This is an optimization exercise on Yosys and OpenROAD, whose aim is small area and a short achievable clock period, not a production implementation. RTL that was checked went through simulation tests only; none was proved equivalent to the original. No functional check of the RTL was part of runs 2 and 3. Power is estimated from default activity; no workload was simulated.

==> flow/design.v, too long to show whole: its modules and the start of the top module <==
// module FloatingPointMultiplierSingle: 1153 lines
module FloatingPointMultiplierSingle (clk,reset,en,inputA,inputB,result, OF);
  // ...
==> flow/flow/run.sh <==
#!/bin/bash
# Standard ORFS layout with two changes: Yosys's generic ABC pass before
# full-adder extraction is skipped (SYNTH_ARGS=-noabc), so the hand-written
# adder tree maps to full-adder cells without extra inverters; and the port
# buffers are buf_4 cells instead of the default delay-buffer choice.
# Registers are unchanged. ORFS writes each tool's log under orfs/logs.
set -euo pipefail
bash standard.sh SYNTH_ARGS=-noabc "BUFFER_PORTS_ARGS=-buffer_cell sky130_fd_sc_hd__buf_4" finish > standard.log 2>&1
==> flow/standard.sh <==
#!/bin/bash
# synth_recipe.tcl (not shown) runs the flow's synth.tcl, then flattens the netlist and writes it again
# the make line also repeats each setting of config.mk as NAME=value (left out here)
make -C /OpenROAD-flow-scripts/flow DESIGN_CONFIG=/design/flow/config.mk WORK_HOME=/design/flow/orfs CLKGATE_MAP_FILE= SYNTH_SCRIPT=/design/flow/synth_recipe.tcl "${@:-finish}"
==> flow/config.mk <==
export PLATFORM = sky130hd
export DESIGN_NAME = FloatingPointMultiplierSingle
export DESIGN_NICKNAME = FloatingPointMultiplierSingle
export VERILOG_FILES = /design/flow/design.v
export SDC_FILE = /design/flow/constraint.sdc
export NUM_CORES = 4
export LEC_CHECK = 0
export CAP_MARGIN = 20
export CORE_MARGIN = 2
export CORE_UTILIZATION = 45
export SETUP_SLACK_MARGIN = 4.5
export SLEW_MARGIN = 20
export TNS_END_PERCENT = 100
==> flow/constraint.sdc <==
create_clock -name core_clock -period 11.0 [get_ports {clk}]
set_input_delay 2.2000 -clock core_clock [delete_from_list [all_inputs] [get_ports {clk}]]
set_output_delay 2.2000 -clock core_clock [all_outputs]
set_load 0.01 [all_outputs]
==> qor.yml, run 1 <==
worst_setup_path:
  critPathKind: "primary input to flop"
  crit_end: "q_pp[23]"
  cp-startpoint: "inputB[0]"
  required_ns: 11.11
clock_tree:
  htreeDepth: 3
  cts-buffers-inserted: 9
  worst_setup_hold_path_clk_slew_ns: 0.08
  cts-root-buf: "clkbuf_16"
  cts_buffer_depth: 2
  post_cts_buffers: 0
  cts_tree: "built"
drt:
  dr.pass1.iters: 6
  vias: 15128
sta:
  rsz0062_at_grt: "false"
  whs_ns: 0.464
  setup_slack_ns: 4.67
final_layout:
  multiInputGateArea_um2: 15000
  final_layout_size_suffix_gt1_share_pct: 9.86
  clockNetworkAreaShare_pct: 1.45
  area_delta_synth_final_pct: 7.07
  diodes: 0
yosys:
  ys_seq_area_share_pct: 15.7
  ys_warn_count: 1
  ys_seq_elements: 111
  synth_cell_types: 76
  synth-main-ff-cell: "edfxtp_1"
  yosys.area.top_type: "fa_1"
pwr:
  clock_power_share_pct: 5.4
  power_frac_seq_pct: 16.1
place:
  hpwlAfterDp_mm: 39.7
  place_ws_ns: 3.90
outcome:
  status: "finished clean"
global_route:
  grt_usage_pct: 26.0
==> inputs of run 2 (changes only) <==
--- a/flow/design.v
+++ b/flow/design.v
@@ -7,17 +7,17 @@
 wire [31:0] B = inputB;
 wire [23:0] ma = {1'b1, A[22:0]};
 wire [23:0] mb = {1'b1, B[22:0]};
 wire [25:0] mbx = {2'b00, mb};
 wire [24:0] max1 = {1'b0, ma};       
 wire [24:0] max2 = {ma, 1'b0};       
 wire one0 = mb[0] ^ 1'b0;
 wire two0 = (mbx[1] & ~mb[0] & ~1'b0) | (~mbx[1] & mb[0] & 1'b0);
-wire neg0 = mbx[1] & ~(mb[0] & 1'b0);
+wire neg0 = mbx[1] & (one0 | ~mb[0]);
 wire pp1 = ((one0 & max1[0]) | (two0 & max2[0])) ^ neg0;
 wire pp2 = ((one0 & max1[1]) | (two0 & max2[1])) ^ neg0;
 wire pp3 = ((one0 & max1[2]) | (two0 & max2[2])) ^ neg0;
 wire pp4 = ((one0 & max1[3]) | (two0 & max2[3])) ^ neg0;
 wire pp5 = ((one0 & max1[4]) | (two0 & max2[4])) ^ neg0;
 wire pp6 = ((one0 & max1[5]) | (two0 & max2[5])) ^ neg0;
 wire pp7 = ((one0 & max1[6]) | (two0 & max2[6])) ^ neg0;
 wire pp8 = ((one0 & max1[7]) | (two0 & max2[7])) ^ neg0;
@@ -35,17 +35,17 @@
 wire pp20 = ((one0 & max1[19]) | (two0 & max2[19])) ^ neg0;
 wire pp21 = ((one0 & max1[20]) | (two0 & max2[20])) ^ neg0;
 wire pp22 = ((one0 & max1[21]) | (two0 & max2[21])) ^ neg0;
 wire pp23 = ((one0 & max1[22]) | (two0 & max2[22])) ^ neg0;
 wire pp24 = ((one0 & max1[23]) | (two0 & max2[23])) ^ neg0;
 wire pp25 = ((one0 & max1[24]) | (two0 & max2[24])) ^ neg0;
 wire one1 = mb[2] ^ mb[1];
 wire two1 = (mbx[3] & ~mb[2] & ~mb[1]) | (~mbx[3] & mb[2] & mb[1]);
-wire neg1 = mbx[3] & ~(mb[2] & mb[1]);
+wire neg1 = mbx[3] & (one1 | ~mb[2]);
 wire pp26 = ((one1 & max1[0]) | (two1 & max2[0])) ^ neg1;
 wire pp27 = ((one1 & max1[1]) | (two1 & max2[1])) ^ neg1;
 wire pp28 = ((one1 & max1[2]) | (two1 & max2[2])) ^ neg1;
 wire pp29 = ((one1 & max1[3]) | (two1 & max2[3])) ^ neg1;
 wire pp30 = ((one1 & max1[4]) | (two1 & max2[4])) ^ neg1;
 wire pp31 = ((one1 & max1[5]) | (two1 & max2[5])) ^ neg1;
 wire pp32 = ((one1 & max1[6]) | (two1 & max2[6])) ^ neg1;
 wire pp33 = ((one1 & max1[7]) | (two1 & max2[7])) ^ neg1;
@@ -63,17 +63,17 @@
 wire pp45 = ((one1 & max1[19]) | (two1 & max2[19])) ^ neg1;
 wire pp46 = ((one1 & max1[20]) | (two1 & max2[20])) ^ neg1;
 wire pp47 = ((one1 & max1[21]) | (two1 & max2[21])) ^ neg1;
 wire pp48 = ((one1 & max1[22]) | (two1 & max2[22])) ^ neg1;
 wire pp49 = ((one1 & max1[23]) | (two1 & max2[23])) ^ neg1;
 wire pp50 = ((one1 & max1[24]) | (two1 & max2[24])) ^ neg1;
 wire one2 = mb[4] ^ mb[3];
 wire two2 = (mbx[5] & ~mb[4] & ~mb[3]) | (~mbx[5] & mb[4] & mb[3]);
-wire neg2 = mbx[5] & ~(mb[4] & mb[3]);
+wire neg2 = mbx[5] & (one2 | ~mb[4]);
 wire pp51 = ((one2 & max1[0]) | (two2 & max2[0])) ^ neg2;
 wire pp52 = ((one2 & max1[1]) | (two2 & max2[1])) ^ neg2;
 wire pp53 = ((one2 & max1[2]) | (two2 & max2[2])) ^ neg2;
 wire pp54 = ((one2 & max1[3]) | (two2 & max2[3])) ^ neg2;
 wire pp55 = ((one2 & max1[4]) | (two2 & max2[4])) ^ neg2;
 wire pp56 = ((one2 & max1[5]) | (two2 & max2[5])) ^ neg2;
 wire pp57 = ((one2 & max1[6]) | (two2 & max2[6])) ^ neg2;
 wire pp58 = ((one2 & max1[7]) | (two2 & max2[7])) ^ neg2;
@@ -91,17 +91,17 @@
 wire pp70 = ((one2 & max1[19]) | (two2 & max2[19])) ^ neg2;
 wire pp71 = ((one2 & max1[20]) | (two2 & max2[20])) ^ neg2;
 wire pp72 = ((one2 & max1[21]) | (two2 & max2[21])) ^ neg2;
 wire pp73 = ((one2 & max1[22]) | (two2 & max2[22])) ^ neg2;
 wire pp74 = ((one2 & max1[23]) | (two2 & max2[23])) ^ neg2;
 wire pp75 = ((one2 & max1[24]) | (two2 & max2[24])) ^ neg2;
 wire one3 = mb[6] ^ mb[5];
 wire two3 = (mbx[7] & ~mb[6] & ~mb[5]) | (~mbx[7] & mb[6] & mb[5]);
-wire neg3 = mbx[7] & ~(mb[6] & mb[5]);
+wire neg3 = mbx[7] & (one3 | ~mb[6]);
 wire pp76 = ((one3 & max1[0]) | (two3 & max2[0])) ^ neg3;
 wire pp77 = ((one3 & max1[1]) | (two3 & max2[1])) ^ neg3;
 wire pp78 = ((one3 & max1[2]) | (two3 & max2[2])) ^ neg3;
 wire pp79 = ((one3 & max1[3]) | (two3 & max2[3])) ^ neg3;
 wire pp80 = ((one3 & max1[4]) | (two3 & max2[4])) ^ neg3;
 wire pp81 = ((one3 & max1[5]) | (two3 & max2[5])) ^ neg3;
 wire pp82 = ((one3 & max1[6]) | (two3 & max2[6])) ^ neg3;
 wire pp83 = ((one3 & max1[7]) | (two3 & max2[7])) ^ neg3;
@@ -119,17 +119,17 @@
 wire pp95 = ((one3 & max1[19]) | (two3 & max2[19])) ^ neg3;
 wire pp96 = ((one3 & max1[20]) | (two3 & max2[20])) ^ neg3;
 wire pp97 = ((one3 & max1[21]) | (two3 & max2[21])) ^ neg3;
 wire pp98 = ((one3 & max1[22]) | (two3 & max2[22])) ^ neg3;
 wire pp99 = ((one3 & max1[23]) | (two3 & max2[23])) ^ neg3;
 wire pp100 = ((one3 & max1[24]) | (two3 & max2[24])) ^ neg3;
 wire one4 = mb[8] ^ mb[7];
 wire two4 = (mbx[9] & ~mb[8] & ~mb[7]) | (~mbx[9] & mb[8] & mb[7]);
-wire neg4 = mbx[9] & ~(mb[8] & mb[7]);
+wire neg4 = mbx[9] & (one4 | ~mb[8]);
 wire pp101 = ((one4 & max1[0]) | (two4 & max2[0])) ^ neg4;
 wire pp102 = ((one4 & max1[1]) | (two4 & max2[1])) ^ neg4;
 wire pp103 = ((one4 & max1[2]) | (two4 & max2[2])) ^ neg4;
 wire pp104 = ((one4 & max1[3]) | (two4 & max2[3])) ^ neg4;
 wire pp105 = ((one4 & max1[4]) | (two4 & max2[4])) ^ neg4;
 wire pp106 = ((one4 & max1[5]) | (two4 & max2[5])) ^ neg4;
 wire pp107 = ((one4 & max1[6]) | (two4 & max2[6])) ^ neg4;
 wire pp108 = ((one4 & max1[7]) | (two4 & max2[7])) ^ neg4;
@@ -147,17 +147,17 @@
 wire pp120 = ((one4 & max1[19]) | (two4 & max2[19])) ^ neg4;
 wire pp121 = ((one4 & max1[20]) | (two4 & max2[20])) ^ neg4;
 wire pp122 = ((one4 & max1[21]) | (two4 & max2[21])) ^ neg4;
 wire pp123 = ((one4 & max1[22]) | (two4 & max2[22])) ^ neg4;
 wire pp124 = ((one4 & max1[23]) | (two4 & max2[23])) ^ neg4;
 wire pp125 = ((one4 & max1[24]) | (two4 & max2[24])) ^ neg4;
 wire one5 = mb[10] ^ mb[9];
 wire two5 = (mbx[11] & ~mb[10] & ~mb[9]) | (~mbx[11] & mb[10] & mb[9]);
-wire neg5 = mbx[11] & ~(mb[10] & mb[9]);
+wire neg5 = mbx[11] & (one5 | ~mb[10]);
 wire pp126 = ((one5 & max1[0]) | (two5 & max2[0])) ^ neg5;
 wire pp127 = ((one5 & max1[1]) | (two5 & max2[1])) ^ neg5;
 wire pp128 = ((one5 & max1[2]) | (two5 & max2[2])) ^ neg5;
 wire pp129 = ((one5 & max1[3]) | (two5 & max2[3])) ^ neg5;
 wire pp130 = ((one5 & max1[4]) | (two5 & max2[4])) ^ neg5;
 wire pp131 = ((one5 & max1[5]) | (two5 & max2[5])) ^ neg5;
 wire pp132 = ((one5 & max1[6]) | (two5 & max2[6])) ^ neg5;
 wire pp133 = ((one5 & max1[7]) | (two5 & max2[7])) ^ neg5;
@@ -175,17 +175,17 @@
 wire pp145 = ((one5 & max1[19]) | (two5 & max2[19])) ^ neg5;
 wire pp146 = ((one5 & max1[20]) | (two5 & max2[20])) ^ neg5;
 wire pp147 = ((one5 & max1[21]) | (two5 & max2[21])) ^ neg5;
 wire pp148 = ((one5 & max1[22]) | (two5 & max2[22])) ^ neg5;
 wire pp149 = ((one5 & max1[23]) | (two5 & max2[23])) ^ neg5;
 wire pp150 = ((one5 & max1[24]) | (two5 & max2[24])) ^ neg5;
 wire one6 = mb[12] ^ mb[11];
 wire two6 = (mbx[13] & ~mb[12] & ~mb[11]) | (~mbx[13] & mb[12] & mb[11]);
-wire neg6 = mbx[13] & ~(mb[12] & mb[11]);
+wire neg6 = mbx[13] & (one6 | ~mb[12]);
 wire pp151 = ((one6 & max1[0]) | (two6 & max2[0])) ^ neg6;
 wire pp152 = ((one6 & max1[1]) | (two6 & max2[1])) ^ neg6;
 wire pp153 = ((one6 & max1[2]) | (two6 & max2[2])) ^ neg6;
 wire pp154 = ((one6 & max1[3]) | (two6 & max2[3])) ^ neg6;
 wire pp155 = ((one6 & max1[4]) | (two6 & max2[4])) ^ neg6;
 wire pp156 = ((one6 & max1[5]) | (two6 & max2[5])) ^ neg6;
 wire pp157 = ((one6 & max1[6]) | (two6 & max2[6])) ^ neg6;
 wire pp158 = ((one6 & max1[7]) | (two6 & max2[7])) ^ neg6;
@@ -203,17 +203,17 @@
 wire pp170 = ((one6 & max1[19]) | (two6 & max2[19])) ^ neg6;
 wire pp171 = ((one6 & max1[20]) | (two6 & max2[20])) ^ neg6;
 wire pp172 = ((one6 & max1[21]) | (two6 & max2[21])) ^ neg6;
 wire pp173 = ((one6 & max1[22]) | (two6 & max2[22])) ^ neg6;
 wire pp174 = ((one6 & max1[23]) | (two6 & max2[23])) ^ neg6;
 wire pp175 = ((one6 & max1[24]) | (two6 & max2[24])) ^ neg6;
 wire one7 = mb[14] ^ mb[13];
 wire two7 = (mbx[15] & ~mb[14] & ~mb[13]) | (~mbx[15] & mb[14] & mb[13]);
-wire neg7 = mbx[15] & ~(mb[14] & mb[13]);
+wire neg7 = mbx[15] & (one7 | ~mb[14]);
 wire pp176 = ((one7 & max1[0]) | (two7 & max2[0])) ^ neg7;
 wire pp177 = ((one7 & max1[1]) | (two7 & max2[1])) ^ neg7;
 wire pp178 = ((one7 & max1[2]) | (two7 & max2[2])) ^ neg7;
 wire pp179 = ((one7 & max1[3]) | (two7 & max2[3])) ^ neg7;
 wire pp180 = ((one7 & max1[4]) | (two7 & max2[4])) ^ neg7;
 wire pp181 = ((one7 & max1[5]) | (two7 & max2[5])) ^ neg7;
 wire pp182 = ((one7 & max1[6]) | (two7 & max2[6])) ^ neg7;
 wire pp183 = ((one7 & max1[7]) | (two7 & max2[7])) ^ neg7;
@@ -231,17 +231,17 @@
 wire pp195 = ((one7 & max1[19]) | (two7 & max2[19])) ^ neg7;
 wire pp196 = ((one7 & max1[20]) | (two7 & max2[20])) ^ neg7;
 wire pp197 = ((one7 & max1[21]) | (two7 & max2[21])) ^ neg7;
 wire pp198 = ((one7 & max1[22]) | (two7 & max2[22])) ^ neg7;
 wire pp199 = ((one7 & max1[23]) | (two7 & max2[23])) ^ neg7;
 wire pp200 = ((one7 & max1[24]) | (two7 & max2[24])) ^ neg7;
 wire one8 = mb[16] ^ mb[15];
 wire two8 = (mbx[17] & ~mb[16] & ~mb[15]) | (~mbx[17] & mb[16] & mb[15]);
-wire neg8 = mbx[17] & ~(mb[16] & mb[15]);
+wire neg8 = mbx[17] & (one8 | ~mb[16]);
 wire pp201 = ((one8 & max1[0]) | (two8 & max2[0])) ^ neg8;
 wire pp202 = ((one8 & max1[1]) | (two8 & max2[1])) ^ neg8;
 wire pp203 = ((one8 & max1[2]) | (two8 & max2[2])) ^ neg8;
 wire pp204 = ((one8 & max1[3]) | (two8 & max2[3])) ^ neg8;
 wire pp205 = ((one8 & max1[4]) | (two8 & max2[4])) ^ neg8;
 wire pp206 = ((one8 & max1[5]) | (two8 & max2[5])) ^ neg8;
 wire pp207 = ((one8 & max1[6]) | (two8 & max2[6])) ^ neg8;
 wire pp208 = ((one8 & max1[7]) | (two8 & max2[7])) ^ neg8;
@@ -259,17 +259,17 @@
 wire pp220 = ((one8 & max1[19]) | (two8 & max2[19])) ^ neg8;
 wire pp221 = ((one8 & max1[20]) | (two8 & max2[20])) ^ neg8;
 wire pp222 = ((one8 & max1[21]) | (two8 & max2[21])) ^ neg8;
 wire pp223 = ((one8 & max1[22]) | (two8 & max2[22])) ^ neg8;
 wire pp224 = ((one8 & max1[23]) | (two8 & max2[23])) ^ neg8;
 wire pp225 = ((one8 & max1[24]) | (two8 & max2[24])) ^ neg8;
 wire one9 = mb[18] ^ mb[17];
 wire two9 = (mbx[19] & ~mb[18] & ~mb[17]) | (~mbx[19] & mb[18] & mb[17]);
-wire neg9 = mbx[19] & ~(mb[18] & mb[17]);
+wire neg9 = mbx[19] & (one9 | ~mb[18]);
 wire pp226 = ((one9 & max1[0]) | (two9 & max2[0])) ^ neg9;
 wire pp227 = ((one9 & max1[1]) | (two9 & max2[1])) ^ neg9;
 wire pp228 = ((one9 & max1[2]) | (two9 & max2[2])) ^ neg9;
 wire pp229 = ((one9 & max1[3]) | (two9 & max2[3])) ^ neg9;
 wire pp230 = ((one9 & max1[4]) | (two9 & max2[4])) ^ neg9;
 wire pp231 = ((one9 & max1[5]) | (two9 & max2[5])) ^ neg9;
 wire pp232 = ((one9 & max1[6]) | (two9 & max2[6])) ^ neg9;
 wire pp233 = ((one9 & max1[7]) | (two9 & max2[7])) ^ neg9;
@@ -287,17 +287,17 @@
 wire pp245 = ((one9 & max1[19]) | (two9 & max2[19])) ^ neg9;
 wire pp246 = ((one9 & max1[20]) | (two9 & max2[20])) ^ neg9;
 wire pp247 = ((one9 & max1[21]) | (two9 & max2[21])) ^ neg9;
 wire pp248 = ((one9 & max1[22]) | (two9 & max2[22])) ^ neg9;
 wire pp249 = ((one9 & max1[23]) | (two9 & max2[23])) ^ neg9;
 wire pp250 = ((one9 & max1[24]) | (two9 & max2[24])) ^ neg9;
 wire one10 = mb[20] ^ mb[19];
 wire two10 = (mbx[21] & ~mb[20] & ~mb[19]) | (~mbx[21] & mb[20] & mb[19]);
-wire neg10 = mbx[21] & ~(mb[20] & mb[19]);
+wire neg10 = mbx[21] & (one10 | ~mb[20]);
 wire pp251 = ((one10 & max1[0]) | (two10 & max2[0])) ^ neg10;
 wire pp252 = ((one10 & max1[1]) | (two10 & max2[1])) ^ neg10;
 wire pp253 = ((one10 & max1[2]) | (two10 & max2[2])) ^ neg10;
 wire pp254 = ((one10 & max1[3]) | (two10 & max2[3])) ^ neg10;
 wire pp255 = ((one10 & max1[4]) | (two10 & max2[4])) ^ neg10;
 wire pp256 = ((one10 & max1[5]) | (two10 & max2[5])) ^ neg10;
 wire pp257 = ((one10 & max1[6]) | (two10 & max2[6])) ^ neg10;
 wire pp258 = ((one10 & max1[7]) | (two10 & max2[7])) ^ neg10;
@@ -315,17 +315,17 @@
 wire pp270 = ((one10 & max1[19]) | (two10 & max2[19])) ^ neg10;
 wire pp271 = ((one10 & max1[20]) | (two10 & max2[20])) ^ neg10;
 wire pp272 = ((one10 & max1[21]) | (two10 & max2[21])) ^ neg10;
 wire pp273 = ((one10 & max1[22]) | (two10 & max2[22])) ^ neg10;
 wire pp274 = ((one10 & max1[23]) | (two10 & max2[23])) ^ neg10;
 wire pp275 = ((one10 & max1[24]) | (two10 & max2[24])) ^ neg10;
 wire one11 = mb[22] ^ mb[21];
 wire two11 = (mbx[23] & ~mb[22] & ~mb[21]) | (~mbx[23] & mb[22] & mb[21]);
-wire neg11 = mbx[23] & ~(mb[22] & mb[21]);
+wire neg11 = mbx[23] & (one11 | ~mb[22]);
 wire pp276 = ((one11 & max1[0]) | (two11 & max2[0])) ^ neg11;
 wire pp277 = ((one11 & max1[1]) | (two11 & max2[1])) ^ neg11;
 wire pp278 = ((one11 & max1[2]) | (two11 & max2[2])) ^ neg11;
 wire pp279 = ((one11 & max1[3]) | (two11 & max2[3])) ^ neg11;
 wire pp280 = ((one11 & max1[4]) | (two11 & max2[4])) ^ neg11;
 wire pp281 = ((one11 & max1[5]) | (two11 & max2[5])) ^ neg11;
 wire pp282 = ((one11 & max1[6]) | (two11 & max2[6])) ^ neg11;
 wire pp283 = ((one11 & max1[7]) | (two11 & max2[7])) ^ neg11;
==> flow/config.mk (replaced) <==
export PLATFORM = sky130hd
export DESIGN_NAME = FloatingPointMultiplierSingle
export DESIGN_NICKNAME = FloatingPointMultiplierSingle
export VERILOG_FILES = /design/flow/design.v
export SDC_FILE = /design/flow/constraint.sdc
export NUM_CORES = 4
export LEC_CHECK = 0
export CAP_MARGIN = 20
export CORE_MARGIN = 2
export CORE_UTILIZATION = 45
export SETUP_SLACK_MARGIN = 5
export SLEW_MARGIN = 20
export TNS_END_PERCENT = 100
==> run 2 against run 1 <==
Against the previous run: global-route usage grew 1.6 points; die area increased by 1.5%; via count increased by 5.8%; sequential cell count did not move; still clean; sequential power is essentially flat; critical path depth up 3; largest power group unchanged; power rose by 8.0%; wire length increased by 9.7%; setup slack better by 0.28 ns; maximum frequency up 4.6%; non-clock buffer count up 19; hold slack better by 0.0039 ns.
==> qor.yml, run 2 <==
sta:
  whs_ns: 0.468  # +0.00390 ns
  rsz0062_at_grt: "true"
  setup-violations-final: 0
  fin_crit_ns: 6.05
  fin_worst_skew_ns: 0.0139
  final_max_slew_viol_count: 0
  fin_crit_sh_pct: 55.0
  worstMarginPinSlew_ns: 1.00
  finalHoldViolations: 0
  maxSlewHeadroom_pct: 32.8
  clock.fmax_ghz: 0.165
  fin_setup_tns_ns: 0
final_layout:
  nets: 2403
  largest_register_ffs: 64
  reg_top3: "q_pp: 64 flops, result: 32 flops, q_e0: 8 flops"
  regMostFlops: "q_pp"
  final_layout_size_suffix_gt1_share_pct: 12.7  # +2.9 points
  diodes: 0  # unchanged
  final_area_um2: 21400
  final_common_cell: "xnor2_1"
  final_cell_mix: "xnor2_1, fa_1, a22oi_1"
  area_delta_synth_final_pct: 10.9
drt:
  drt-vias-per-instance: 6.43
  dr.pass1.iters: 7  # +1
  drc: 0
  routed_wl_mm: 62.2
  wl_per_cell_um: 25.0
  ant_nets: 0
  drtIter0Drc: 1725
  vias: 16000  # +5.8%
clock_tree:
  cts_tree: "built"
  cts-buffers-inserted: 9  # unchanged
  worst_setup_hold_path_clk_slew_ns: 0.09  # about the same
  cts_sinks: 111
  cts-root-buf: "clkbuf_16"
  cts_buffer_depth: 2  # unchanged
  insertion_delay_ns: 0.37
  htreeDepth: 3  # unchanged
pwr:
  leakagePower_nw: 8.16
  fin_total_pwr_mw: 6.69
  powerDensity_nw_per_um2: 313
  irDropWorstVdd_mv: 0.190
place:
  postPlaceCellArea_um2: 20200
  hpwlAfterDp_mm: 40.8  # +3.0%
  port_buffers: 99
  place_congestion: 0.872
worst_setup_path:
  critPathArrivalTime_ns: 6.17
  worstSetupEndpointType: "flop"
  cp_num_buf_inv: 2
  reg2reg_depth: 18
  cp_cell_sequence: "buf_4, ha_1, buf_6, nand2_1, xor2_1, fa_1, fa_1, fa_1, ha_1, ha_1, and4_4, a21oi_2, o311ai_4"
  cp_slowest_cell: "xor2_1"
  max_stage_delay_ns: 0.54
  cp.depth: 13
  start_kind: "primary input"
  required_ns: 11.12  # about the same
  critPathKind: "primary input to flop"
  crit_family: "adder cells"
  path_max_fanout: 24
  regToRegSetupSlack_ns: 5.62
yosys:
  ys_top_cells_by_count: "xnor2_1, fa_1, a22oi_1, ha_1, clkbuf_1"
  synth.avg_cell_area_um2: 9.85
  ys_seq_area_share_pct: 15.5  # -0.23 points
  synth_async_sr_flop_share_pct: 0
  yosys.area_share.simple_pct: 7.89
  syn-instance-count: 1957
  synthMuxAreaShare_pct: 1.63
  synthAdderAreaFrac_pct: 35.8
  synth_top_area_share_pct: 27.5
  syn_area_um2: 19300
  yosys.area.top_type: "fa_1"
  ys_top_cells_by_area: "fa_1, xnor2_1, edfxtp_1"
  ys_warn_count: 1  # unchanged
  synth.most_common_cell: "xnor2_1"
  synth-edff-count: 76
  synth_cell_types: 73  # -3.9%
  synth_nets: 2416
  synth_top_family_by_area: "adder cells"
  synth-compound-area-share_pct: 19.2
  synth_xor_area_share_pct: 14.7
  ys_seq_elements: 111  # unchanged
  synth-main-ff-cell: "edfxtp_1"
job:
  cap_viol_max_count: 0
floorplan:
  dieWidth_um: 211
  start_util_pct: 45.7
  io-pin-count: 100
  coreArea_um2: 42100
  dieArea_um2: 44500
  chipHeight_um: 211
  core.rowCount: 75
global_route:
  grt_usage_pct: 27.6  # +1.6 points
  grt-ovfl-total: 0
  grt_max_degree: 67
  grt_pass1_vias: 16583
  grt_pass1_wl_mm: 94.8
  antenna_found_initial: 0
hold_path:
  hold_path_class: "flop to flop"
  hold_depth: 2
outcome:
  status: "finished clean"
## run 2: repair_timing
item | in CTS | in global routing
pin swaps | 12 | 20
buffers inserted | 8 | 11
endpoints found under the setup margin | 34 | 19
resized for setup | 71 | 66
cloned | 3 | 5
hold buffers | 0 | 0
## run 2: path summary, 6_finish.rpt
| path | start | end |
|---|---|---|
| worst max-delay path | inputB[13] | q_cK |
| worst min-delay path | result[26] | result[26] |
| worst max register to register | q_pp[8] | result[19] |
| worst min register to register | result[26] | result[26] |
## run 2: area by class of cell
type                    count  area (um^2)
flip-flops and latches    111         2980
repair buffers            141         1230
multi-input cells        1574        15600
clock inverters             7         93.8
well taps                 539          674
clock buffers               9          225
repair inverters            5         43.8
inverters                 102          564
fillers                  3866        20800
## run 2: where the power goes
| group | switching (mW) | leakage [nW] | total, mW | internal, mW |
|---|---|---|---|---|
| Combinational | 3.01 | 6.98 | 5.35 | 2.34 |
| Clock | 0.178 | 0.154 | 0.343 | 0.166 |
| Sequential | 0.0849 | 1.03 | 0.999 | 0.914 |
| Total | 3.27 | 8.16 | 6.69 | 3.42 |
## run 2: per-layer routing
| metal | wire length [um] | part of all wire, % | track usage [%] |
|---|---|---|---|
| met5 | 0 | 0 | 0.779 |
| met4 | 2790 | 4.5 | 11.6 |
| met3 | 6660 | 11 | 5.89 |
| met2 | 28100 | 45 | 44.4 |
| met1 | 24600 | 40 | 36.1 |
## run 2: cells by family after synthesis
| family | Yosys count |
|---|---|
| adder cells (fa/ha/maj) | 392 |
| XOR/XNOR | 323 |
| flip-flops | 111 |
| multiplexers | 31 |
| buffers and inverters | 273 |
| AO/OA/AOI/OAI | 520 |
| AND/OR/NAND/NOR | 307 |
## run 2: worst reg2reg max path, stage by stage, from the launching register on
cell and delay [ns]:
edfxtp_1 0.37, ha_1 0.35, a21oi_1 0.26, o21ai_1 0.17
a31oi_1 0.26, o21bai_1 0.15, a21o_1 0.20, a21o_1 0.18
fa_1 0.41, xor2_1 0.38, nand2_2 0.19, a2111oi_0 0.52
a211o_1 0.21, nand3_1 0.08, o2111a_1 0.29, a2111o_1 0.46
or4_1 0.53, nand3_1 0.13, a31oi_1 0.09
## run 2: through the flow
step                      util [%]  setup slack, ns  instances
after detailed placement      48.0             3.93       2445
after floorplan                  -             4.74       1957
after CTS                     49.8             4.99       2472
after global routing          50.7             4.88       2488
final                         50.7             4.95       2488
after global placement        48.0             3.97       2445
==> inputs of run 3 (changes only) <==
--- a/flow/config.mk
+++ b/flow/config.mk
@@ -7,7 +7,8 @@
 export LEC_CHECK = 0
 export CAP_MARGIN = 20
 export CORE_MARGIN = 2
-export CORE_UTILIZATION = 45
+export CORE_UTILIZATION = 60
+export PLACE_DENSITY = 0.7
 export SETUP_SLACK_MARGIN = 5
 export SLEW_MARGIN = 20
 export TNS_END_PERCENT = 100
==> run 3 against run 2 <==
Against the previous run: clock skew is 0.0043 ns lower; critical endpoint unchanged; sequential power hardly changed; setup slack gained 0.041 ns; first-iteration DRC count increased by 18%; highest routed layer unchanged.
==> qor.yml, run 3 <==
final_layout:
  nets: 2401  # -0.083%
  final_layout_size_suffix_gt1_share_pct: 12.9  # +0.22 points
  largest_register_ffs: 64  # unchanged
  area_delta_synth_final_pct: 10.2
  final_area_um2: 21200  # -0.61%
  final_common_cell: "xnor2_1"
  final_cell_mix: "xnor2_1, fa_1, a22oi_1"
  reg_top3: "q_pp: 64 flops, result: 32 flops, q_e0: 8 flops"
  instances_no_fill: 2350  # -5.5%
  regMostFlops: "q_pp"
  nFillCells: 2513  # -35%
hold_path:
  hold_path_class: "flop to flop"
  hold_start: "result[23]"
floorplan:
  core.rowCount: 65  # -13%
  dieWidth_um: 183  # -13%
  coreArea_um2: 31600  # -25%
  dieArea_um2: 33600  # -25%
  start_util_pct: 60.9  # +15 points
  io-pin-count: 100  # unchanged
  chipHeight_um: 183  # -13%
yosys:
  synth-edff-count: 76  # unchanged
  ys_top_cells_by_count: "xnor2_1, fa_1, a22oi_1, ha_1, clkbuf_1"
  synth_nets: 2416  # unchanged
  synth-main-ff-cell: "edfxtp_1"
  syn_area_um2: 19300  # unchanged
  ys_top_cells_by_area: "fa_1, xnor2_1, edfxtp_1"
  synth_cell_types: 73  # unchanged
  synth.most_common_cell: "xnor2_1"
  synth_top_area_share_pct: 27.5  # unchanged
  ys_seq_area_share_pct: 15.5  # unchanged
  yosys.area.top_type: "fa_1"
  ys_seq_elements: 111  # unchanged
  syn-instance-count: 1957  # unchanged
  ys_warn_count: 1  # unchanged
  synth.avg_cell_area_um2: 9.85  # unchanged
  synth_async_sr_flop_share_pct: 0  # unchanged
sta:
  maxSlewHeadroom_pct: 34.1  # +1.3 points
  finalHoldViolations: 0  # unchanged
  fin_worst_skew_ns: 0.00968  # -0.00426 ns
  setup-violations-final: 0  # unchanged
  fin_crit_sh_pct: 54.6  # -0.37 points
  fin_crit_ns: 6.01  # -0.0406 ns
  rsz0062_at_grt: "true"
  whs_ns: 0.464  # -0.00435 ns
  worstMarginPinSlew_ns: 0.989  # -0.0117 ns
  final_max_slew_viol_count: 0  # unchanged
  clock.fmax_ghz: 0.166  # +0.68%
  fin_setup_tns_ns: 0  # unchanged
place:
  place_congestion: 0.914  # +4.8%
  postPlaceCellArea_um2: 20100  # -0.90%
  hpwlAfterDp_mm: 38.9  # -4.8%
  port_buffers: 99  # unchanged
  dp_cells: 2307  # -5.6%
outcome:
  status: "finished clean"
clock_tree:
  insertion_delay_ns: 0.36  # about the same
  cts_sinks: 111  # unchanged
  cts-root-buf: "clkbuf_16"
  htreeDepth: 3  # unchanged
  cts_tree: "built"
  cts_buffer_depth: 2  # unchanged
  ctsHoldBuffers: 0  # unchanged
  cts-buffers-inserted: 9  # unchanged
  worst_setup_hold_path_clk_slew_ns: 0.07  # -0.02 ns
pwr:
  irDropWorstVdd_mv: 0.200  # +5.0%
  leakagePower_nw: 8.14  # -0.22%
  powerDensity_nw_per_um2: 317  # +1.4%
  fin_total_pwr_mw: 6.74  # +0.82%
worst_setup_path:
  start_kind: "primary input"
  cp-startpoint: "inputB[7]"
  path_max_fanout: 13  # -46%
  critPathKind: "primary input to flop"
  critPathArrivalTime_ns: 6.10  # -0.07 ns
  required_ns: 11.10  # -0.02 ns
  r2r_start: "q_pp[8]"
  worstSetupEndpointType: "flop"
global_route:
  grt_max_degree: 75  # +12%
  antenna_found_initial: 0  # unchanged
  grt_usage_pct: 35.5  # +7.9 points
  grt_pass1_wl_mm: 91.6  # -3.3%
  grt-ovfl-total: 0  # unchanged
  grt_pass1_vias: 16446  # -0.83%
job:
  cap_viol_max_count: 0  # unchanged
drt:
  ant_nets: 0  # unchanged
  wl_per_cell_um: 25.8  # +3.4%
  dr.pass1.iters: 6  # -1
  drc: 0  # unchanged
  drtIter0Drc: 2028  # +18%
  routed_wl_mm: 60.7  # -2.3%
  drt-vias-per-instance: 6.91  # +7.4%
  vias: 16232  # +1.5%
[run 3: cell counts after synthesis]
Identical to the previous run, type by type.
[run 3: timing repair]
action,4_1_cts,5_1_grt
pin swaps,4,26
cloned,5,6
buffers inserted,3,12
setup endpoints to repair,37,19
resized for setup,69,85
[run 3: layout make-up]
class,count,area [um^2],share of cell area (%)
repair inverters,7,61.3,0.289
clock buffers,13,262,1.23
well taps,402,503,2.37
clock inverters,3,26.3,0.124
repair buffers,137,1210,5.69
multi-input cells,1574,15600,73.5
flip-flops and latches,111,2980,14.0
diodes,1,2.50,0.0118
inverters,102,586,2.76
[run 3: logic make-up after synthesis]
group                    Yosys count  share of synthesized area, %
AO/OA/AOI/OAI                    520                          19.2
XOR/XNOR                         323                          14.7
adder cells (fa/ha/maj)          392                          35.8
buffers and inverters            273                          5.37
flip-flops                       111                          15.5
multiplexers                      31                          1.63
AND/OR/NAND/NOR                  307                          7.89
[run 3: critical path, cell delays in order]
cell and delay (ns):
buf_4 0.15, ha_4 0.15, nand2b_2 0.37, inv_16 0.22, xnor2_1 0.11, fa_1 0.41, fa_2 0.37, fa_1 0.48
fa_1 0.57, ha_1 0.23, ha_1 0.29, and4_4 0.22, a21oi_2 0.18, o311ai_4 0.12
[run 3: path summary, 6_finish.rpt]
path                end  slack (ns)  cells after the start
max                q_cK        4.99                     14
min          result[23]        0.46                      2
max reg2reg  result[19]        5.76                     18
min reg2reg  result[23]        0.46                      2
[run 3: metrics by stage]
stage | setup WS (ns) | utilization [%]
global placement | 4.03 | 63.4
CTS | 4.98 | 65.7
floorplan | 4.74 | -
global route | 4.93 | 67.1
detailed placement | 3.96 | 63.4
finish | 4.99 | 67.1
[run 3: metal layers]
layer,share of wire [%],vias to the layer above,track usage [%]
met3,13,257,9.61
met4,5.4,0,17.6
met1,37,7865,45.3
li1,-,6906,-
met5,0,-,0
met2,45,1204,55.9
[run 3: power by group]
| part | switching, mW | internal [mW] | leakage (nW) |
|---|---|---|---|
| clock | 0.152 | 0.169 | 0.139 |
| sequential | 0.0869 | 0.915 | 1.03 |
| combinational | 3.04 | 2.38 | 6.97 |

[re-timing with driven ports]
In the flow no input, the clock included, has a driving cell. The finished layouts below were timed again as built, in two steps. Step 1: set_driving_cell puts a clkbuf_16 on clk and a buf_2 on each other input, an assumption about the parent block. Step 2 moves the port delays by t, midway between the first and last clock arrival at a register: inputs arrive t later, outputs are due t later. That takes back most of the time a late clock gives input paths. a / b / c = ideal ports / drivers / drivers and shift; a / b = the first two.
run	t (ns)	setup WS [ns]	worst setup path at the end
run 1	0.407	4.672 / 4.695 / 4.288	input to register
run 2	0.410	4.953 / 4.960 / 4.550	input to register
run 3	0.402	4.994 / 4.999 / 4.597	input to register
After both steps every run listed still meets setup and hold. For run 2, which loses most, drivers alone change the setup slack by +0.007 ns; drivers and shift together by -0.403 ns.
